Context: an optimization exercise on an open-source flow, tuned for small area. The choices shown serve that exercise and are no tape-out recipe.
Only the layout flow was run in this run; the RTL was not checked for function there.
Power and IR drop assume default switching activity.

==> flow/design.v <==
module alu(OPA, OPB, CIN, INP_VALID, CLK, RST, CMD, CE, MODE, COUT, OFLOW, RES, G, E, L, ERR);
    input [7:0] OPA, OPB;
    input CLK, RST, CE, MODE, CIN;
    input [1:0] INP_VALID;
    input [3:0] CMD;
    output reg [15:0] RES;
    output reg COUT;
    output reg OFLOW;
    output reg G;
    output reg E;
    output reg L;
    output reg ERR;
    wire [3:0] fam_d;
    wire [7:0] xan_d, ybn_d;
    wire       cn_d;
    alu_dec u_dec (.OPA(OPA), .OPB(OPB), .CIN(CIN), .INP_VALID(INP_VALID), .CMD(CMD), .CE(CE), .MODE(MODE),
                   .fam_d(fam_d), .xan_d(xan_d), .ybn_d(ybn_d), .cn_d(cn_d));
    reg [3:0] fam;
    reg [7:0] xan, ybn;
    reg       cn;
    always @(posedge CLK) begin
        fam <= fam_d;
        xan <= xan_d;
        ybn <= ybn_d;
        cn  <= cn_d;
    end
    wire s_alu = ~fam[3] & ~fam[2];                  
    wire s_add = ~fam[3] & ~fam[2] & ~fam[1] & fam[0];
    wire s_sub = ~fam[3] & fam[1] & ~fam[0];
    wire s_sgn = ~fam[3] & fam[1] & fam[0];
    wire s_cmp = ~fam[3] & fam[2] & ~fam[0];
    wire s_err = ~fam[3] & fam[2] & fam[0];
    wire s_lo  = fam[3] & fam[1];                    
    wire s_hi  = fam[3] & fam[0];                    
    wire s_mul = fam[2] & fam[1];                    
    wire s_sft = fam[3] & fam[2] & ~fam[1];          
    wire [15:0] P;
    alu_mul u_mul (.xan(xan), .ybn(ybn), .cn(cn), .add(~fam[3]), .mul(s_mul), .P(P));
    wire [8:0] S = P[8:0];
    wire xa7 = ~xan[7];
    wire yb7 = ~ybn[7];
    wire z8  = ~|S[7:0];
    wire r8  = xa7 ^ yb7 ^ S[8];
    wire neg = s_cmp ? ~S[8] : r8;
    wire gel = s_cmp | s_sgn;
    wire [15:0] res_d;
    assign res_d[7:0]  = ({8{s_alu | s_lo}} & P[7:0]) | ({8{s_hi}} & P[15:8]) |
                         ({8{s_sft}} & {P[6:0], 1'b0});
    assign res_d[15:8] = ({8{s_mul}} & P[15:8]) | ({8{s_sft}} & P[14:7]) | {8{s_sgn & r8}};
    wire cout_d  = (s_add & S[8]) | (s_sgn & r8);
    wire oflow_d = (s_sub & ~S[8]) | (s_sgn & ~(xa7 ^ yb7) & (S[7] ^ xa7));
    wire g_d     = gel & ~neg & ~z8;
    wire e_d     = gel & ~neg & z8;
    wire l_d     = gel & neg;
    always @(posedge CLK or posedge RST) begin
        if (RST) begin
            RES <= 16'd0;
            COUT <= 1'b0;
            OFLOW <= 1'b0;
            G <= 1'b0;
            E <= 1'b0;
            L <= 1'b0;
            ERR <= 1'b0;
        end else begin
            RES <= res_d;
            COUT <= cout_d;
            OFLOW <= oflow_d;
            G <= g_d;
            E <= e_d;
            L <= l_d;
            ERR <= s_err;
        end
    end
endmodule
module alu_dec(OPA, OPB, CIN, INP_VALID, CMD, CE, MODE, fam_d, xan_d, ybn_d, cn_d);
    input [7:0] OPA, OPB;
    input CE, MODE, CIN;
    input [1:0] INP_VALID;
    input [3:0] CMD;
    output [3:0] fam_d;
    output [7:0] xan_d, ybn_d;
    output cn_d;
    wire [3:0] t;
    wire yena, yenb;
    wire [7:0] oh;
    alu_ctl u_ctl (.OPB(OPB), .CIN(CIN), .INP_VALID(INP_VALID), .CMD(CMD), .CE(CE), .MODE(MODE),
                   .fam_d(fam_d), .t(t), .yena(yena), .yenb(yenb), .oh(oh), .cn_d(cn_d));
    genvar k;
    generate for (k = 0; k < 8; k = k + 1) begin : bitk
        alu_xbit u_x (.a(OPA[k]), .b(OPB[k]), .t(t), .xn(xan_d[k]));
        alu_ybit u_y (.a(OPA[k]), .b(OPB[k]), .yena(yena), .yenb(yenb), .oh(oh[k]), .yn(ybn_d[k]));
    end endgenerate
endmodule
module alu_xbit(a, b, t, xn);
    input a, b;
    input [3:0] t;
    output xn;
    assign xn = ~(a ? (b ? t[3] : t[2]) : (b ? t[1] : t[0]));
endmodule
module alu_ybit(a, b, yena, yenb, oh, yn);
    input a, b, yena, yenb, oh;
    output yn;
    assign yn = ~((a & yena) | (b & yenb) | oh);
endmodule
module alu_ctl(OPB, CIN, INP_VALID, CMD, CE, MODE, fam_d, t, yena, yenb, oh, cn_d);
    input [7:0] OPB;
    input CE, MODE, CIN;
    input [1:0] INP_VALID;
    input [3:0] CMD;
    output [3:0] fam_d;
    output reg [3:0] t;
    output yena, yenb;
    output [7:0] oh;
    output cn_d;
    wire M = MODE;
    wire [3:0] C = CMD;
    wire [2:0] s = OPB[2:0];
    wire q = CIN & (&OPB);        
    wire e = |OPB[7:3];           
    wire unA1 = M & ~C[3] & C[2] & ~C[1];    
    wire unB1 = M & ~C[3] & C[2] & C[1];     
    wire unA0 = ~M & ((~C[3] & C[2] & C[1] & ~C[0]) | (C[3] & ~C[2] & ~C[1]));   
    wire unB0 = ~M & ((~C[3] & C[2] & C[1] & C[0]) | (C[3] & ~C[2] & C[1]));     
    wire exists = M ? ~(C[3] & C[2] & (C[1] | C[0])) : ~(C[3] & C[2] & C[1]);
    wire vok = ((unA1 | unA0) & INP_VALID[0]) | ((unB1 | unB0) & INP_VALID[1]) |
               (~(unA1 | unA0 | unB1 | unB0) & INP_VALID[0] & INP_VALID[1]);
    wire ok = CE & exists & vok;
    reg [3:0] f;
    always @* begin
        if (M) begin
            if (~C[3]) f = {2'b00, C[0] & ~(C[1] & ~C[2] & q), ~C[2] & (~C[0] | (C[1] & q))};
            else case (C[2:0])
                3'd0: f = 4'b0100;
                3'd1: f = 4'b1110;
                3'd2: f = 4'b1100;
                default: f = 4'b0011;
            endcase
        end else begin
            if (~C[3]) f = 4'b0000;
            else if (~C[2]) f = {2'b10, C[0], ~C[0]};
            else f = e ? 4'b0101 : 4'b1011;
        end
    end
    assign fam_d = ok ? f : 4'b1000;
    wire yen  = M & ~(~C[3] & C[2] & ~C[1]);
    wire yinv = C[3] ? (~C[1] & ~C[0]) : (C[0] & ~C[2]);
    assign yena = yen & yinv;
    assign yenb = yen & ~yinv;
    wire yff  = M & ~C[3] & C[2] & ~C[1] & C[0];    
    wire ohen = ~M & C[3];
    wire dir = C[2] & C[0];
    wire [2:0] u = C[2] ? s : {~C[0], ~C[0], 1'b1};
    wire [2:0] r;
    assign r[0] = u[0];
    assign r[1] = u[1] ^ (dir & u[0]);
    assign r[2] = u[2] ^ (dir & (u[1] | u[0]));
    wire [3:0] lo = {r[1] & r[0], r[1] & ~r[0], ~r[1] & r[0], ~r[1] & ~r[0]} | {4{yff}};
    wire [1:0] hi = ({r[2], ~r[2]} & {2{ohen}}) | {2{yff}};
    assign oh = {lo & {4{hi[1]}}, lo & {4{hi[0]}}};
    reg c_d;
    always @* begin
        if (M) begin
            if (~C[3]) c_d = C[2] ? ~C[0] : (C[1] ? (CIN ^ C[0]) : C[0]);
            else       c_d = ~(C[1] & C[0]);
        end else c_d = 1'b0;
    end
    assign cn_d = ~c_d;
    always @* begin
        if (M) t = yinv ? 4'b0101 : C[3] ? 4'b1100 : (C[2] & C[1]) ? {4{C[0]}} : 4'b1100;
        else case (C)
            4'd0: t = 4'b1000;   
            4'd1: t = 4'b0111;   
            4'd2: t = 4'b1110;   
            4'd3: t = 4'b0001;   
            4'd4: t = 4'b0110;   
            4'd5: t = 4'b1001;   
            4'd6: t = 4'b0011;   
            4'd7: t = 4'b0101;   
            4'd10, 4'd11: t = 4'b1010;  
            default: t = 4'b1100;   
        endcase
    end
endmodule
module alu_mul(xan, ybn, cn, add, mul, P);
    input [7:0] xan, ybn;
    input cn, add, mul;
    output [15:0] P;
    wire [7:0] xa = ~xan;
    wire [7:0] yb = ~ybn;
    wire [7:1] xgn;
    alu_gate u_gate (.xan(xan[7:1]), .add(add), .xgn(xgn));
    wire pp_1_1 = ~(xgn[1] | ybn[1]);
    wire pp_1_2 = ~(xgn[1] | ybn[2]);
    wire pp_1_3 = ~(xgn[1] | ybn[3]);
    wire pp_1_4 = ~(xgn[1] | ybn[4]);
    wire pp_1_5 = ~(xgn[1] | ybn[5]);
    wire pp_1_6 = ~(xgn[1] | ybn[6]);
    wire pp_1_7 = ~(xgn[1] | ybn[7]);
    wire pp_2_1 = ~(xgn[2] | ybn[1]);
    wire pp_2_2 = ~(xgn[2] | ybn[2]);
    wire pp_2_3 = ~(xgn[2] | ybn[3]);
    wire pp_2_4 = ~(xgn[2] | ybn[4]);
    wire pp_2_5 = ~(xgn[2] | ybn[5]);
    wire pp_2_6 = ~(xgn[2] | ybn[6]);
    wire pp_2_7 = ~(xgn[2] | ybn[7]);
    wire pp_3_1 = ~(xgn[3] | ybn[1]);
    wire pp_3_2 = ~(xgn[3] | ybn[2]);
    wire pp_3_3 = ~(xgn[3] | ybn[3]);
    wire pp_3_4 = ~(xgn[3] | ybn[4]);
    wire pp_3_5 = ~(xgn[3] | ybn[5]);
    wire pp_3_6 = ~(xgn[3] | ybn[6]);
    wire pp_3_7 = ~(xgn[3] | ybn[7]);
    wire pp_4_1 = ~(xgn[4] | ybn[1]);
    wire pp_4_2 = ~(xgn[4] | ybn[2]);
    wire pp_4_3 = ~(xgn[4] | ybn[3]);
    wire pp_4_4 = ~(xgn[4] | ybn[4]);
    wire pp_4_5 = ~(xgn[4] | ybn[5]);
    wire pp_4_6 = ~(xgn[4] | ybn[6]);
    wire pp_4_7 = ~(xgn[4] | ybn[7]);
    wire pp_5_1 = ~(xgn[5] | ybn[1]);
    wire pp_5_2 = ~(xgn[5] | ybn[2]);
    wire pp_5_3 = ~(xgn[5] | ybn[3]);
    wire pp_5_4 = ~(xgn[5] | ybn[4]);
    wire pp_5_5 = ~(xgn[5] | ybn[5]);
    wire pp_5_6 = ~(xgn[5] | ybn[6]);
    wire pp_5_7 = ~(xgn[5] | ybn[7]);
    wire pp_6_1 = ~(xgn[6] | ybn[1]);
    wire pp_6_2 = ~(xgn[6] | ybn[2]);
    wire pp_6_3 = ~(xgn[6] | ybn[3]);
    wire pp_6_4 = ~(xgn[6] | ybn[4]);
    wire pp_6_5 = ~(xgn[6] | ybn[5]);
    wire pp_6_6 = ~(xgn[6] | ybn[6]);
    wire pp_6_7 = ~(xgn[6] | ybn[7]);
    wire pp_7_1 = ~(xgn[7] | ybn[1]);
    wire pp_7_2 = ~(xgn[7] | ybn[2]);
    wire pp_7_3 = ~(xgn[7] | ybn[3]);
    wire pp_7_4 = ~(xgn[7] | ybn[4]);
    wire pp_7_5 = ~(xgn[7] | ybn[5]);
    wire pp_7_6 = ~(xgn[7] | ybn[6]);
    wire pp_7_7 = ~(xgn[7] | ybn[7]);
    wire m1 = yb[0] & mul, m0 = add | (mul ^ yb[0]);
    wire n1 = xa[0] & mul, n0 = add | (mul ^ xa[0]);
    wire r0_0 = (xa[0] & m0);
    wire r0_1 = (xa[0] & m1) | (xa[1] & m0);
    wire r0_2 = (xa[1] & m1) | (xa[2] & m0);
    wire r0_3 = (xa[2] & m1) | (xa[3] & m0);
    wire r0_4 = (xa[3] & m1) | (xa[4] & m0);
    wire r0_5 = (xa[4] & m1) | (xa[5] & m0);
    wire r0_6 = (xa[5] & m1) | (xa[6] & m0);
    wire r0_7 = (xa[6] & m1) | (xa[7] & m0);
    wire r0_8 = (xa[7] & m1);
    wire c0_1 = (yb[1] & n0);
    wire c0_2 = (yb[1] & n1) | (yb[2] & n0);
    wire c0_3 = (yb[2] & n1) | (yb[3] & n0);
    wire c0_4 = (yb[3] & n1) | (yb[4] & n0);
    wire c0_5 = (yb[4] & n1) | (yb[5] & n0);
    wire c0_6 = (yb[5] & n1) | (yb[6] & n0);
    wire c0_7 = (yb[6] & n1) | (yb[7] & n0);
    wire c0_8 = (yb[7] & n1);
    wire b0m = yb[0] & (mul | add);
    wire c0 = mul | (add & ~cn);
    wire fs1, fc2;
    wire fs3, fc4;
    wire fs5, fc6;
    wire fs7, fc8;
    wire fs9, fc10;
    wire fs11, fc12;
    wire fs13, fc14;
    wire fs15, fc16;
    wire fs17, fc18;
    wire fs19, fc20;
    wire fs21, fc22;
    wire fs23, fc24;
    wire fs25, fc26;
    wire fs27, fc28;
    wire fs29, fc30;
    wire fs31, fc32;
    wire fs33, fc34;
    wire fs35, fc36;
    wire fs37, fc38;
    wire fs39, fc40;
    wire fs41, fc42;
    wire fs43, fc44;
    wire fs45, fc46;
    wire fs47, fc48;
    wire fs49, fc50;
    wire fs51, fc52;
    wire fs53, fc54;
    wire fs55, fc56;
    wire fs57, fc58;
    wire fs59, fc60;
    wire fs61, fc62;
    wire fs63, fc64;
    wire fs65, fc66;
    wire fs67, fc68;
    wire fs69, fc70;
    wire fs71, fc72;
    wire fs73, fc74;
    wire fs75, fc76;
    wire fs77, fc78;
    wire fs79, fc80;
    wire fs81, fc82;
    wire fs83, fc84;
    wire fs85, fc86;
    wire fs87, fc88;
    wire fs89, fc90;
    wire fs91, fc92;
    wire fs93, fc94;
    wire fs95, fc96;
    wire fs97, fc98;
    wire fs99, fc100;
    wire fs101, fc102;
    wire hs103, hc104;
    wire hs105, hc106;
    wire hs107, hc108;
    wire hs109, hc110;
    wire hs111, hc112;
    wire hs113, hc114;
    wire hs115, hc116;
    wire hs117, hc118;
    wire hs119, hc120;
    wire hs121, hc122;
    wire hs123, hc124;
    wire hs125, hc126;
    wire hs127, hc128;
    wire xs129;
    alu_fa u_fs1 (.a(r0_0), .b(b0m), .c(c0), .s(fs1), .co(fc2));
    alu_fa u_fs3 (.a(r0_1), .b(c0_1), .c(fc2), .s(fs3), .co(fc4));
    alu_fa u_fs5 (.a(pp_1_1), .b(r0_2), .c(c0_2), .s(fs5), .co(fc6));
    alu_fa u_fs7 (.a(pp_1_2), .b(pp_2_1), .c(r0_3), .s(fs7), .co(fc8));
    alu_fa u_fs9 (.a(c0_3), .b(fc6), .c(fs7), .s(fs9), .co(fc10));
    alu_fa u_fs11 (.a(pp_1_3), .b(pp_2_2), .c(pp_3_1), .s(fs11), .co(fc12));
    alu_fa u_fs13 (.a(r0_4), .b(c0_4), .c(fs11), .s(fs13), .co(fc14));
    alu_fa u_fs15 (.a(fc8), .b(fs13), .c(fc10), .s(fs15), .co(fc16));
    alu_fa u_fs17 (.a(pp_1_4), .b(pp_2_3), .c(pp_3_2), .s(fs17), .co(fc18));
    alu_fa u_fs19 (.a(pp_4_1), .b(r0_5), .c(c0_5), .s(fs19), .co(fc20));
    alu_fa u_fs21 (.a(fc12), .b(fs17), .c(fs19), .s(fs21), .co(fc22));
    alu_fa u_fs23 (.a(fc14), .b(fs21), .c(fc16), .s(fs23), .co(fc24));
    alu_fa u_fs25 (.a(pp_1_5), .b(pp_2_4), .c(pp_3_3), .s(fs25), .co(fc26));
    alu_fa u_fs27 (.a(pp_4_2), .b(pp_5_1), .c(r0_6), .s(fs27), .co(fc28));
    alu_fa u_fs29 (.a(c0_6), .b(fc18), .c(fs25), .s(fs29), .co(fc30));
    alu_fa u_fs31 (.a(fc20), .b(fs27), .c(fs29), .s(fs31), .co(fc32));
    alu_fa u_fs33 (.a(fc22), .b(fs31), .c(fc24), .s(fs33), .co(fc34));
    alu_fa u_fs35 (.a(pp_1_6), .b(pp_2_5), .c(pp_3_4), .s(fs35), .co(fc36));
    alu_fa u_fs37 (.a(pp_4_3), .b(pp_5_2), .c(pp_6_1), .s(fs37), .co(fc38));
    alu_fa u_fs39 (.a(r0_7), .b(c0_7), .c(fc26), .s(fs39), .co(fc40));
    alu_fa u_fs41 (.a(fs35), .b(fs37), .c(fc28), .s(fs41), .co(fc42));
    alu_fa u_fs43 (.a(fc30), .b(fs39), .c(fs41), .s(fs43), .co(fc44));
    alu_fa u_fs45 (.a(fc32), .b(fs43), .c(fc34), .s(fs45), .co(fc46));
    alu_fa u_fs47 (.a(pp_1_7), .b(pp_2_6), .c(pp_3_5), .s(fs47), .co(fc48));
    alu_fa u_fs49 (.a(pp_4_4), .b(pp_5_3), .c(pp_6_2), .s(fs49), .co(fc50));
    alu_fa u_fs51 (.a(pp_7_1), .b(r0_8), .c(c0_8), .s(fs51), .co(fc52));
    alu_fa u_fs53 (.a(fc36), .b(fc38), .c(fs47), .s(fs53), .co(fc54));
    alu_fa u_fs55 (.a(fs49), .b(fs51), .c(fc40), .s(fs55), .co(fc56));
    alu_fa u_fs57 (.a(fs53), .b(fc42), .c(fs55), .s(fs57), .co(fc58));
    alu_fa u_fs59 (.a(fc44), .b(fs57), .c(fc46), .s(fs59), .co(fc60));
    alu_fa u_fs61 (.a(pp_2_7), .b(pp_3_6), .c(pp_4_5), .s(fs61), .co(fc62));
    alu_fa u_fs63 (.a(pp_5_4), .b(pp_6_3), .c(pp_7_2), .s(fs63), .co(fc64));
    alu_fa u_fs65 (.a(fc48), .b(fc50), .c(fs61), .s(fs65), .co(fc66));
    alu_fa u_fs67 (.a(fs63), .b(fc52), .c(fc54), .s(fs67), .co(fc68));
    alu_fa u_fs69 (.a(fs65), .b(fc56), .c(fs67), .s(fs69), .co(fc70));
    alu_fa u_fs71 (.a(fc58), .b(fs69), .c(fc60), .s(fs71), .co(fc72));
    alu_fa u_fs73 (.a(pp_3_7), .b(pp_4_6), .c(pp_5_5), .s(fs73), .co(fc74));
    alu_fa u_fs75 (.a(pp_6_4), .b(pp_7_3), .c(fc62), .s(fs75), .co(fc76));
    alu_fa u_fs77 (.a(fc64), .b(fs73), .c(fc66), .s(fs77), .co(fc78));
    alu_fa u_fs79 (.a(fs75), .b(fc68), .c(fs77), .s(fs79), .co(fc80));
    alu_fa u_fs81 (.a(fc70), .b(fs79), .c(fc72), .s(fs81), .co(fc82));
    alu_fa u_fs83 (.a(pp_4_7), .b(pp_5_6), .c(pp_6_5), .s(fs83), .co(fc84));
    alu_fa u_fs85 (.a(pp_7_4), .b(fc74), .c(fs83), .s(fs85), .co(fc86));
    alu_fa u_fs87 (.a(fc76), .b(fs85), .c(fc78), .s(fs87), .co(fc88));
    alu_fa u_fs89 (.a(fc80), .b(fs87), .c(fc82), .s(fs89), .co(fc90));
    alu_fa u_fs91 (.a(pp_5_7), .b(pp_6_6), .c(pp_7_5), .s(fs91), .co(fc92));
    alu_fa u_fs93 (.a(fc84), .b(fs91), .c(fc86), .s(fs93), .co(fc94));
    alu_fa u_fs95 (.a(fs93), .b(fc88), .c(fc90), .s(fs95), .co(fc96));
    alu_fa u_fs97 (.a(pp_6_7), .b(pp_7_6), .c(fc92), .s(fs97), .co(fc98));
    alu_fa u_fs99 (.a(fs97), .b(fc94), .c(fc96), .s(fs99), .co(fc100));
    alu_fa u_fs101 (.a(pp_7_7), .b(fc98), .c(fc100), .s(fs101), .co(fc102));
    alu_ha u_hs103 (.a(fc4), .b(fs5), .s(hs103), .co(hc104));
    alu_ha u_hs105 (.a(fs9), .b(hc104), .s(hs105), .co(hc106));
    alu_ha u_hs107 (.a(fs15), .b(hc106), .s(hs107), .co(hc108));
    alu_ha u_hs109 (.a(fs23), .b(hc108), .s(hs109), .co(hc110));
    alu_ha u_hs111 (.a(fs33), .b(hc110), .s(hs111), .co(hc112));
    alu_ha u_hs113 (.a(fs45), .b(hc112), .s(hs113), .co(hc114));
    alu_ha u_hs115 (.a(fs59), .b(hc114), .s(hs115), .co(hc116));
    alu_ha u_hs117 (.a(fs71), .b(hc116), .s(hs117), .co(hc118));
    alu_ha u_hs119 (.a(fs81), .b(hc118), .s(hs119), .co(hc120));
    alu_ha u_hs121 (.a(fs89), .b(hc120), .s(hs121), .co(hc122));
    alu_ha u_hs123 (.a(fs95), .b(hc122), .s(hs123), .co(hc124));
    alu_ha u_hs125 (.a(fs99), .b(hc124), .s(hs125), .co(hc126));
    alu_ha u_hs127 (.a(fs101), .b(hc126), .s(hs127), .co(hc128));
    assign xs129 = fc102 ^ hc128;
    assign P = {xs129, hs127, hs125, hs123, hs121, hs119, hs117, hs115, hs113, hs111, hs109, hs107, hs105, hs103, fs3, fs1};
endmodule
module alu_gate(xan, add, xgn);
    input [7:1] xan;
    input add;
    output [7:1] xgn;
    assign xgn = xan | {7{add}};
endmodule
module alu_fa(a, b, c, s, co);
    input a, b, c;
    output s, co;
    assign s  = a ^ b ^ c;
    assign co = (a & b) | (a & c) | (b & c);
endmodule
module alu_ha(a, b, s, co);
    input a, b;
    output s, co;
    assign s  = a ^ b;
    assign co = a & b;
endmodule
==> flow/flow/run.sh <==
#!/bin/bash
# Standard ORFS flow with three changes to how the layout is made:
#  - after synthesis, every combinational cell gets its smallest footprint
#    (flow/downsize.tcl); the flow's timing repair upsizes where needed;
#  - the port buffers use the smallest buffer cell;
#  - the clock tree uses clkbuf_8 and no dummy loads.
# Each tool's full output goes to a log file in this folder.
set -eo pipefail
export BUFFER_PORTS_ARGS="-buffer_cell sky130_fd_sc_hd__buf_1"
export REMOVE_ABC_BUFFERS=1
export CTS_ARGS="-sink_clustering_enable -repair_clock_nets -buf_list sky130_fd_sc_hd__clkbuf_8 -dont_use_dummy_load"
bash standard.sh synth > synth.log 2>&1
export DOWNSIZE_ODB=$(ls orfs/results/*/*/*/1_synth.odb)
openroad -no_init -no_splash -exit flow/downsize.tcl > downsize.log 2>&1
touch orfs/results/*/*/*/1_synth.sdc
bash standard.sh > flow.log 2>&1
==> flow/flow/downsize.tcl <==
# Give every combinational cell of the synthesized netlist the smallest
# footprint of its function; timing repair later in the flow upsizes the
# cells that need it. Registers, clock cells, buffers and inverters are kept.
set odb $::env(DOWNSIZE_ODB)
read_db $odb
set db [ord::get_db]
set block [ord::get_db_block]
set n 0
foreach inst [$block getInsts] {
  set m [$inst getMaster]
  set name [$m getName]
  if {![regexp {^sky130_fd_sc_hd__(\w+)_(\d+)$} $name -> base sz]} { continue }
  if {[regexp {^(df|dl|sdf|edf|sedf|clk|buf|conb|tap|fill|decap|diode|lpflow|probe)} $base]} { continue }
  set best $m
  foreach cand {0 1 2 4 6 8 12 16} {
    set cm [$db findMaster sky130_fd_sc_hd__${base}_$cand]
    if {$cm == "NULL"} { continue }
    if {[$cm getWidth] < [$best getWidth] || ([$cm getWidth] == [$best getWidth] && [$best getName] ne $name && $cand > 0)} {
      set best $cm
    }
  }
  if {[$best getWidth] < [$m getWidth]} {
    puts "[$inst getName]: $name -> [$best getName]"
    $inst swapMaster $best
    incr n
  }
}
puts "downsized $n cells"
write_db $odb
==> flow/standard.sh <==
#!/bin/bash
# synth_recipe.tcl (not shown) runs the flow's synth.tcl, then flattens the netlist and writes it again
# the make line also repeats each setting of config.mk as NAME=value (left out here)
make -C /OpenROAD-flow-scripts/flow DESIGN_CONFIG=/design/flow/config.mk WORK_HOME=/design/flow/orfs CLKGATE_MAP_FILE= SYNTH_SCRIPT=/design/flow/synth_recipe.tcl "${@:-finish}"
==> flow/config.mk <==
export PLATFORM = sky130hd
export DESIGN_NAME = alu
export DESIGN_NICKNAME = alu
export VERILOG_FILES = /design/flow/design.v
export SDC_FILE = /design/flow/constraint.sdc
export NUM_CORES = 4
export LEC_CHECK = 0
export CAP_MARGIN = 20
export CORE_MARGIN = 2
export CORE_UTILIZATION = 40
export GPL_TIMING_DRIVEN = 0
export SLEW_MARGIN = 20
export SYNTH_HIERARCHICAL = 1
==> flow/constraint.sdc <==
create_clock -name core_clock -period 8.0 [get_ports {CLK}]
set_input_delay 1.6000 -clock core_clock [delete_from_list [all_inputs] [get_ports {CLK}]]
set_output_delay 1.6000 -clock core_clock [all_outputs]
set_load 0.01 [all_outputs]
==> results.json <==
{
  "place_congestion": 0.8882,
  "grt_pass1_vias": 3136,
  "cts_htree_levels": 2,
  "syn_avg_cell_area_um2": 10.06,
  "fin_area_um2": 4334,
  "syn_area_um2": 4093,
  "cp-end-kind": "flip-flop",
  "numCtsBuffers": 5,
  "num_vias": 3092,
  "port_buffers": 48,
  "drive_gt1_share_pct": 7.009,
  "core_um2": 9864,
  "hold_class": "reg -> reg",
  "cts_tree": "done",
  "yosysWarnings": 8,
  "setup_viol": 0,
  "fin_util_pct": 43.94,
  "leakage_nw": 1.999,
  "cts.reportedPaths.clkPinSlew_ns": 0.07,
  "rsz0062_at_grt": "no",
  "drt-total-wl_um": 8683,
  "multi_input_area_um2": 2819,
  "areaGrowthSynthToFinish_pct": 5.900,
  "overflow": 0,
  "antenna_found_initial": 0,
  "period_minus_slack_ns": 7.653,
  "critical_path_class": "reg -> reg",
  "antennaDiodeCount": 0,
  "dpl.hpwl_um": 6931,
  "max_slew_margin_pct": 44.10,
  "period_share_pct": 95.66,
  "clk_latency_ns": 0.28,
  "setup_tns_ns": 0,
  "drtAntennaViolNets": 0,
  "io_pins": 49,
  "cts.sink_count": 43,
  "cp-start-kind": "flip-flop",
  "arrival_ns": 7.82,
  "ff_latch_area_um2": 972.2,
  "slew_viol_final": 0,
  "path_max_fanout": 12,
  "crit_required_ns": 8.17,
  "dr.pass1.iters": 4,
  "fin_nets": 527,
  "grt_util_met3_pct": 3.244,
  "wire_per_inst_um": 15.48,
  "clock_path_buffers": 2,
  "die_h_um": 105.2,
  "use_met1_pct": 23.12,
  "initial_core_util_pct": 41.49,
  "grt_first_pass_wirelength_um": 15080,
  "vias_per_cell": 5.512,
  "status": "finished clean",
  "cts-root-buf": "clkbuf_8",
  "cap_violations": 0,
  "max_freq_mhz": 130.7,
  "dieArea_um2": 11060,
  "drt_iter0_markers": 170,
  "p_per_area_nw_per_um2": 173.3,
  "die_w_um": 105.2,
  "synth_cells": 407,
  "drc": 0,
  "vdd_drop_max_mv": 0.08609,
  "grt_max_degree": 28,
  "finalHoldViolCount": 0,
  "skew_ns": 0.01247,
  "track_usage_pct": 16.64,
  "worst_pin_slew_ns": 0.8348,
  "fillers": 988,
  "grt_use_met2_pct": 27.18,
  "placed_area_um2": 4204,
  "core.rowCount": 36,
  "busiest_layer": "met2"
}
==> per-layer routing <==
| metal | vias to the layer above | routed length (um) | part of all wire, % |
|---|---|---|---|
| li1 | 1466 | - | - |
| met1 | 1502 | 4136 | 48 |
| met2 | 111 | 3959 | 46 |
| met3 | 13 | 472 | 5.4 |
| met4 | 0 | 114 | 1.3 |
| met5 | - | 0 | 0 |
==> critical path, cell delays in order, from the launching register on <==
cell and delay, ns:
dfxtp_1 0.44, and2_4 0.27, ha_1 0.26, nor2_2 0.29, o22ai_1 0.16, fa_1 0.43
fa_1 0.43, fa_1 0.40, fa_1 0.39, fa_1 0.40, fa_1 0.40, fa_1 0.40
fa_1 0.39, fa_1 0.39, fa_1 0.39, fa_1 0.39, fa_1 0.40, fa_1 0.45
ha_1 0.22, xor2_1 0.18, and3_1 0.19, a221o_1 0.26
==> cells in the final DEF, fill, tap and decap left out, drive strengths merged, types with 3 or more instances in the layout <==
master / n
a211oi: 3
a21o: 3
a21oi: 12
a221o: 15
a221oi: 9
a31oi: 7
and2: 4
and3: 10
buf: 54
clkbuf: 5
dfrtp: 22
dfxtp: 21
fa: 51
ha: 19
inv: 19
mux4: 8
nand2: 13
nor2: 67
nor2b: 7
nor3b: 3
o21ai: 13
o22ai: 13
or2: 8
or3: 3
or4: 3
==> registers in the layout (all words and copies together), names as in the netlist <==
name   flops
ybn        8
RES       16
cn         1
L          1
ERR        1
E          1
OFLOW      1
fam        4
COUT       1
G          1
xan        8
==> where the power goes <==
| part | switching, mW | internal [mW] | total (mW) |
|---|---|---|---|
| Clock | 0.0595 | 0.0561 | 0.116 |
| Combinational | 0.217 | 0.165 | 0.382 |
| Sequential | 0.0211 | 0.233 | 0.254 |
==> per-stage QoR <==
| stage | worst slack, ns | power (mW) | hold slack, ns | cells |
|---|---|---|---|---|
| 3_3_place_gp | 0.06849 | 0.6345 | 0.5212 | 550 |
| 3_5_place_dp | -0.02615 | 0.6378 | 0.5267 | 550 |
| 4_1_cts | 0.09369 | 0.7585 | 0.5166 | 555 |
| 2_1_floorplan | 0.5961 | 0.5301 | 0.4874 | 369 |
| 6_report | 0.3470 | 0.7513 | 0.5296 | 561 |
| 5_1_grt | 0.005364 | 0.8241 | 0.5351 | 561 |
==> path summary, 6_finish.rpt <==
path                       depth (start not counted)       to    from  slack (ns)
max                                               21   RES[7]  fam[1]        0.35
min                                                1      ERR  fam[2]        0.53
max reg2reg                                       21   RES[7]  fam[1]        0.35
min reg2reg                                        1      ERR  fam[2]        0.53
max in group asynchronous                          2  RES[10]     RST        6.12
min in group asynchronous                          2        E     RST        1.41
==> layout make-up <==
class / count / share of cell area (%)
tap: 133 / 3.839
sequential: 43 / 22.43
timing repair buffer: 54 / 5.283
multi-input combinational: 306 / 65.04
clock buffer: 5 / 1.588
inverter: 20 / 1.819
==> repair_timing <==
action                                  in CTS  in global routing
hold buffers                                 0                  0
endpoints found under the setup margin       1                  4
gates resized for setup                      1                  5
buffers inserted                             0                  5

separate check: timing with driven ports:
No port has a modelled driver above. Below, the same layout with a new extraction and two added sets of constraints. Step 1 (the two cells are an assumption about what drives the block):
set clk [get_ports {CLK}]
set_driving_cell -lib_cell sky130_fd_sc_hd__clkbuf_16 $clk
set_driving_cell -lib_cell sky130_fd_sc_hd__buf_2 [delete_from_list [all_inputs] $clk]
Step 2, shift: input delay + t, output delay - t, t = (earliest + latest rising clock arrival at the registers) / 2. This alone moves slack from input paths to output paths. a / b / c = ideal ports / drivers / drivers and shift; a / b = the first two.
t, ns: 0.306
slack for setup (ns): 0.347 / 0.347 / 0.347
slew at the worst register clock pin (ns): 0.07 / 0.07
After both steps setup and hold are still met in this run. The setup slack of this run moves by 0.000 ns with the drivers and by 0.000 ns with both steps.
